This is an optimization exercise on Yosys and OpenROAD, whose aim is small area, not a production implementation. Where RTL was checked, it was by simulation tests only, not by an equivalence proof against the original. Power is estimated from default activity; no workload was simulated.

// apb_i2c_master
module apb_i2c_master #(
  parameter int APB_ADDR_WIDTH = 8,
  parameter int CLK_DIV_WIDTH  = 16
) (
  input  logic                      pclk,
  input  logic                      presetn,
  input  logic [APB_ADDR_WIDTH-1:0] paddr,
  input  logic                      psel,
  input  logic                      penable,
  input  logic                      pwrite,
  input  logic [31:0]               pwdata,
  output logic [31:0]               prdata,
  output logic                      pready,
  output logic                      pslverr,
  input  logic                      scl_i,
  output logic                      scl_o,
  output logic                      scl_oe,
  output logic                      sda_o,
  output logic                      sda_oe,
  input  logic                      sda_i,
  output logic                      irq
);
Size in the first run: roughly 86 I/O pins, roughly 4500 um^2 of cells after synthesis.
Settings: LEC_CHECK=0, CAP_MARGIN=20, CORE_MARGIN=2, CORE_UTILIZATION=65, PLACE_DENSITY=0.8, SLEW_MARGIN=20; clock period 10.0 ns.
standard.sh (not shown) runs the stock make flow with config.mk's settings and CLKGATE_MAP_FILE= SYNTH_SCRIPT=/design/flow/synth_recipe.tcl, a recipe that flattens the netlist after the stock synthesis.
==> flow/flow/run.sh <==
#!/bin/bash
# Standard ORFS layout (the standard.sh) with:
#  - the standard synthesis, whose combinational logic is then re-mapped for
#    area by Yosys/ABC (registers untouched, see flow/resyn.ys);
#  - the smallest drive strength for every logic cell after floorplan, the
#    later repair steps sizing up what timing, slew or capacitance need;
#  - buf_1 port buffers, one tie cell per level, no dummy clock loads.
set -euo pipefail
W=$PWD
R=$W/orfs/results/sky130hd/apb_i2c_master/base
LIB=$FLOW_HOME/platforms/sky130hd/lib/sky130_fd_sc_hd__tt_025C_1v80.lib
bash standard.sh synth > synth.log 2>&1
cp $R/1_2_yosys.v $W/standard_1_2_yosys.v
DU=""
for c in $(sed -n '/^export DONT_USE_CELLS/,/^$/p' $FLOW_HOME/platforms/sky130hd/config.mk | grep -o 'sky130_fd_sc_hd__[a-z0-9_]*'); do DU="$DU -dont_use $c"; done
sed -e "s|@LIB@|$LIB|g" -e "s|@NETLIST@|$W/standard_1_2_yosys.v|" -e "s|@DONTUSE@|$DU|" \
    -e "s|@ABC@|$W/flow/resyn.abc|" -e "s|@OUT@|$W/resyn_1_2_yosys.v|" flow/resyn.ys > $W/resyn_run.ys
yosys -s $W/resyn_run.ys > resyn.log 2>&1
cp $W/resyn_1_2_yosys.v $R/1_2_yosys.v
touch $R/1_2_yosys.v
export BUFFER_PORTS_ARGS="-buffer_cell sky130_fd_sc_hd__buf_1"
export SKIP_REPAIR_TIE_FANOUT=1
export POST_FLOORPLAN_TCL="$W/flow/downsize.tcl"
export CTS_ARGS="-sink_clustering_enable -repair_clock_nets -dont_use_dummy_load -buf_list sky130_fd_sc_hd__clkbuf_4 -root_buf sky130_fd_sc_hd__clkbuf_8 -sink_clustering_size 10 -sink_clustering_max_diameter 60"
bash standard.sh > standard.log 2>&1
Other scripts of this flow, unchanged in this note and not shown: flow/flow/downsize.tcl, flow/flow/resyn.abc, flow/flow/resyn.ys
The baseline completed without violations.
Next try:
--- a/flow/design.v
+++ b/flow/design.v
@@ -329,18 +329,15 @@
               sda_drive_low <= 1'b0;
               scl_drive_low <= 1'b0;
             end
           end
           ACK_PHASE: begin
             if (scl_tick) begin
               scl_drive_low <= ~scl_drive_low;
-              if (!scl_drive_low) begin
-                if (ack_from_slave || !active_ack)
-                  sda_drive_low <= 1'b0;
-              end else begin
+              if (scl_drive_low) begin
                 if (ack_from_slave && active_read && !sda_sync)
                   state <= BIT_RECV;
                 else if (active_stop)
                   state <= STOP_WAIT;
                 else
                   state <= COMPLETE;
               end
@@ -351,16 +348,14 @@
               scl_drive_low <= ~scl_drive_low;
               if (scl_drive_low) begin
                 if (shift_reg[7]) begin
                   rxdata_set    <= 1'b1;
                   state         <= ACK_PHASE;
                   sda_drive_low <= active_ack;
                 end
-              end else if (shift_reg[7] && !active_ack) begin
-                sda_drive_low <= 1'b0;
               end
             end
           end
           STOP_WAIT: begin
             scl_drive_low <= 1'b0;
             sda_drive_low <= 1'b1;
             if (scl_sync)
After rerunning:
- The new run went through all stages and came out clean
- maximum frequency increases by 3.0%
- clock power is about the same
- wire length decreases by 3.5%
- synthesized area decreases by 0.62%
- global-route usage decreases by 1.3 points
- flip-flop and latch count does not change
- first-iteration DRC count decreases by 27%
- hold slack barely changes
- die area decreases by 0.59%
- final cell count decreases by 1.3%
The RTL of the first run of this note was laid out without a check of its function.

==> static timing again, ports no longer ideal <==
How much do the figures lean on ideal ports? The routed layouts below were timed once more, with nothing changed but the port constraints. Step 1: set_driving_cell puts a clkbuf_16 on pclk and a buf_2 on each other input, an assumption about the parent block. Step 2, shift: input delay + t, output delay - t, t = (earliest + latest rising clock arrival at the registers) / 2. This alone moves slack from input paths to output paths. Slacks: no drivers / after step 1 / after step 2; pairs: no drivers / after step 1.
| run | shift t [ns] | slack for setup (ns) | worst setup path after step 2 | cell pins on the clock port's net |
|---|---|---|---|---|
| the first run | 0.380 | 4.022 / 4.002 / 4.002 | input to output | 1 |
| the second run | 0.386 | 4.198 / 4.175 / 4.175 | input to output | 1 |
After both steps setup and hold are still met in every run listed. The setup slack of the second run, which loses most, moves by -0.023 ns with the drivers and by -0.023 ns with both steps.
